This is an optimization exercise on Yosys and OpenROAD, whose aim is small area and a short achievable clock period, not a production implementation.
Function was checked by simulation only, so behaviour that the tests miss may differ from the original.
Power is estimated from default activity; no workload was simulated.

Design Top_Level, start of the top module:
module Top_Level(
    input wire Clk,               
    input wire Rst,               
    input wire [31:0] instr,      
    output wire [31:0] Y,         
    output wire [31:0] resultado,  
    output wire [31:0] data_out   
);
	genvar i, b;
	wire [5:0] op = instr[31:26];
	wire [5:0] fn = instr[5:0];
	wire [4:0] rs = instr[25:21];
	wire [4:0] rt = instr[20:16];
	wire [4:0] rd = instr[15:11];
	wire [15:0] imm = instr[15:0];
	wire [31:0] simm = {{16{imm[15]}}, imm};
	wire rtype = (op == 6'b000000);
	wire f_add  = rtype & (fn == 6'b100000);
	wire f_sub  = rtype & (fn == 6'b100010);
	wire f_and  = rtype & (fn == 6'b100100);
	wire f_or   = rtype & (fn == 6'b100101);
	wire f_xor  = rtype & (fn == 6'b100110);
	wire f_nor  = rtype & (fn == 6'b100111);
	wire f_slt  = rtype & (fn == 6'b101010);
	wire f_sltu = rtype & (fn == 6'b101011);
	wire f_sll  = rtype & (fn == 6'b000000 | fn == 6'b000100);
	wire f_srl  = rtype & (fn == 6'b000010 | fn == 6'b000110);
	wire f_sra  = rtype & (fn == 6'b000011 | fn == 6'b000111);
	wire f_jr   = rtype & (fn == 6'b001000);
	wire o_lw    = (op == 6'b100011);
	wire o_sw    = (op == 6'b101011);
	wire o_beq   = (op == 6'b000100);
	wire o_bne   = (op == 6'b000101);
	wire o_addi  = (op == 6'b001000);
	wire o_slti  = (op == 6'b001010);
	wire o_sltiu = (op == 6'b001011);
	wire o_andi  = (op == 6'b001100);
	wire o_ori   = (op == 6'b001101);
	wire o_xori  = (op == 6'b001110);
	wire o_lui   = (op == 6'b001111);
	wire o_j     = (op == 6'b000010);
	wire o_jal   = (op == 6'b000011);
	wire use_imm = o_lw | o_sw | o_addi | o_slti | o_sltiu | o_andi | o_ori | o_xori;
	wire do_add  = f_add | o_lw | o_sw | o_addi;
	wire do_sub  = f_sub;
	wire do_slt  = f_slt | o_slti;
	wire do_sltu = f_sltu | o_sltiu;
	wire do_and  = f_and | o_andi;
	wire do_or   = f_or | o_ori;
	wire do_xor  = f_xor | o_xori;
	wire do_nor  = f_nor;
  ...
Size in the first run: about 6700 cells after synthesis, about 130 I/O pins, roughly 0.094 mm² of cells after synthesis.
==> flow/config.mk <==
export PLATFORM = sky130hd
export DESIGN_NAME = Top_Level
export DESIGN_NICKNAME = Top_Level
export VERILOG_FILES = /design/flow/design.v
export SDC_FILE = /design/flow/constraint.sdc
export NUM_CORES = 4
export LEC_CHECK = 0
export CAP_MARGIN = 20
export CORE_MARGIN = 2
export CORE_UTILIZATION = 40
export SLEW_MARGIN = 20
export SYNTH_HIERARCHICAL = 1
==> flow/constraint.sdc <==
create_clock -name core_clock -period 17.0 [get_ports {Clk}]
set_input_delay 3.4000 -clock core_clock [delete_from_list [all_inputs] [get_ports {Clk}]]
set_output_delay 3.4000 -clock core_clock [all_outputs]
set_load 0.01 [all_outputs]
standard.sh (not shown) runs the stock make flow with config.mk's settings and CLKGATE_MAP_FILE= SYNTH_SCRIPT=/design/flow/synth_recipe.tcl, a recipe that flattens the netlist after the stock synthesis.
==> flow/flow/run.sh <==
#!/bin/bash
# The standard layout with: a setup repair target of 5 ns slack, a clock
# tree built from larger sink clusters without dummy balancing loads, and
# plain buffers on the ports.
export CTS_ARGS="-sink_clustering_enable -repair_clock_nets -dont_use_dummy_load -sink_clustering_size 20 -sink_clustering_max_diameter 60"
export BUFFER_PORTS_ARGS="-buffer_cell sky130_fd_sc_hd__buf_4"
bash standard.sh SETUP_SLACK_MARGIN=5 finish > standard.log 2>&1
Change:
==> flow/flow/run.sh (replaced) <==
#!/bin/bash
# The standard layout with: gate sizing not held to the cell footprint, a
# setup repair target of 5 ns slack, a clock tree built from larger sink
# clusters without dummy balancing loads, and plain buffers on the ports.
export CTS_ARGS="-sink_clustering_enable -repair_clock_nets -dont_use_dummy_load -sink_clustering_size 20 -sink_clustering_max_diameter 60"
export BUFFER_PORTS_ARGS="-buffer_cell sky130_fd_sc_hd__buf_4"
bash standard.sh MATCH_CELL_FOOTPRINT=0 SETUP_SLACK_MARGIN=5 finish > standard.log 2>&1
CAP_MARGIN = 10   (was 20)
SLEW_MARGIN = 10   (was 20)
Worst hold slack is worse by 0.0040 ns.
Design area hardly moves.
Total power is about the same.
Routed wire length stays flat.
Core utilization is about the same.
Via count hardly moves.
Worst setup slack loses 0.035 ns.
Synthesized cell count is unchanged.

* * *

Another version of the RTL of Top_Level (not shown whole).
Size in the first run: about 6800 cells after synthesis, about 2100 flip-flops, ~130 I/O pins, about 0.095 mm2 of cells after synthesis.
clock: 17.0 ns
lec_check: 0
cap_margin: 20
core_margin: 2
core_utilization: 40
slew_margin: 20
synth_hierarchical: 1
==> flow/flow/run.sh <==
#!/bin/bash
# The standard layout with: a setup repair target of 6 ns slack, a clock
# tree built from larger sink clusters without dummy balancing loads, and
# plain buffers on the ports.
export CTS_ARGS="-sink_clustering_enable -repair_clock_nets -dont_use_dummy_load -sink_clustering_size 25 -sink_clustering_max_diameter 70"
export BUFFER_PORTS_ARGS="-buffer_cell sky130_fd_sc_hd__buf_4"
bash standard.sh SETUP_SLACK_MARGIN=6 finish > standard.log 2>&1
Edit:
==> flow/flow/run.sh (replaced) <==
#!/bin/bash
# The standard layout with: a setup repair target of 5.5 ns slack, a clock
# tree built from larger sink clusters without dummy balancing loads, and
# plain buffers on the ports.
export CTS_ARGS="-sink_clustering_enable -repair_clock_nets -dont_use_dummy_load -sink_clustering_size 25 -sink_clustering_max_diameter 70"
export BUFFER_PORTS_ARGS="-buffer_cell sky130_fd_sc_hd__buf_4"
bash standard.sh SETUP_SLACK_MARGIN=5.5 finish > standard.log 2>&1
Outcome: Wire length goes down by 4.8%; final cell count goes down by 2.8%; count of clock-buffer cells in the layout stays the same; global-route usage goes down by 1.7 points; combinational power goes down by about 9%; power goes down by 1.9%; utilization goes down by 2.8 points; fmax goes down by 1.5%.
Edit:
==> flow/flow/run.sh (replaced) <==
#!/bin/bash
# The standard layout with: a setup repair target of 5 ns slack, a clock
# tree built from larger sink clusters without dummy balancing loads, and
# plain buffers on the ports.
export CTS_ARGS="-sink_clustering_enable -repair_clock_nets -dont_use_dummy_load -sink_clustering_size 20 -sink_clustering_max_diameter 60"
export BUFFER_PORTS_ARGS="-buffer_cell sky130_fd_sc_hd__buf_4"
bash standard.sh SETUP_SLACK_MARGIN=5 finish > standard.log 2>&1
Effect:
- The new run produced a clean layout
- final area came out lower by 2.3%
- clock skew came out lower by 0.040 ns
- setup slack degrades by 0.47 ns
- clock-buffer cell count climbs by 32
- area after synthesis does not change
Edit:
==> flow/flow/run.sh (replaced) <==
#!/bin/bash
# The standard layout with: a setup repair target of 5.5 ns slack, a clock
# tree built from larger sink clusters without dummy balancing loads, and
# plain buffers on the ports.
export CTS_ARGS="-sink_clustering_enable -repair_clock_nets -dont_use_dummy_load -sink_clustering_size 20 -sink_clustering_max_diameter 60"
export BUFFER_PORTS_ARGS="-buffer_cell sky130_fd_sc_hd__buf_4"
bash standard.sh SETUP_SLACK_MARGIN=5.5 finish > standard.log 2>&1
=> The changed run ran to the end with no violations. Final cell count rose by 1.2%. Register-to-register slack gets better by 0.40 ns. Global-route usage climbs by 0.60 points. Die area does not change. Count of clock-buffer cells in the layout stays the same. Hold slack hardly moves. Utilization rises by 1.3 points. Sequential share of layout area falls by 1.7 points. Setup slack improves by 0.46 ns. Non-clock buffer count goes up by 104.

afterwards: timing with drivers on the ports:
How much do the figures lean on ideal ports? The routed layouts below were timed once more, with nothing changed but the port constraints.
Step 1 (the two cells are an assumption about what drives the block):
set clk [get_ports {Clk}]
set_driving_cell -lib_cell sky130_fd_sc_hd__clkbuf_16 $clk
set_driving_cell -lib_cell sky130_fd_sc_hd__buf_2 [delete_from_list [all_inputs] $clk]
Step 2 times the ports against the registers' clock, not the clock port: input delays grow and output delays shrink by t, the midpoint of the rising clock arrivals with the driver on.
a / b / c = ideal ports / drivers / drivers and shift; a / b = the first two.
run	shift t [ns]	setup slack, ns	slew at the worst register clock pin (ns)
the first run of note 1	0.893	4.919 / 4.712 / 4.712	0.09 / 0.09
the second run of note 1	0.902	4.883 / 4.688 / 4.688	0.09 / 0.09
the first run of note 2	0.883	5.499 / 5.359 / 5.359	0.11 / 0.11
the second run of note 2	0.874	5.325 / 5.205 / 5.205	0.10 / 0.10
the third run of note 2	0.904	4.852 / 4.810 / 4.810	0.09 / 0.09
the fourth run of note 2	0.906	5.316 / 5.200 / 5.200	0.09 / 0.09
After both steps setup and hold are still met in every run listed. For the first run of note 1, which loses most, drivers alone change the setup slack by -0.207 ns; drivers and shift together by -0.207 ns.
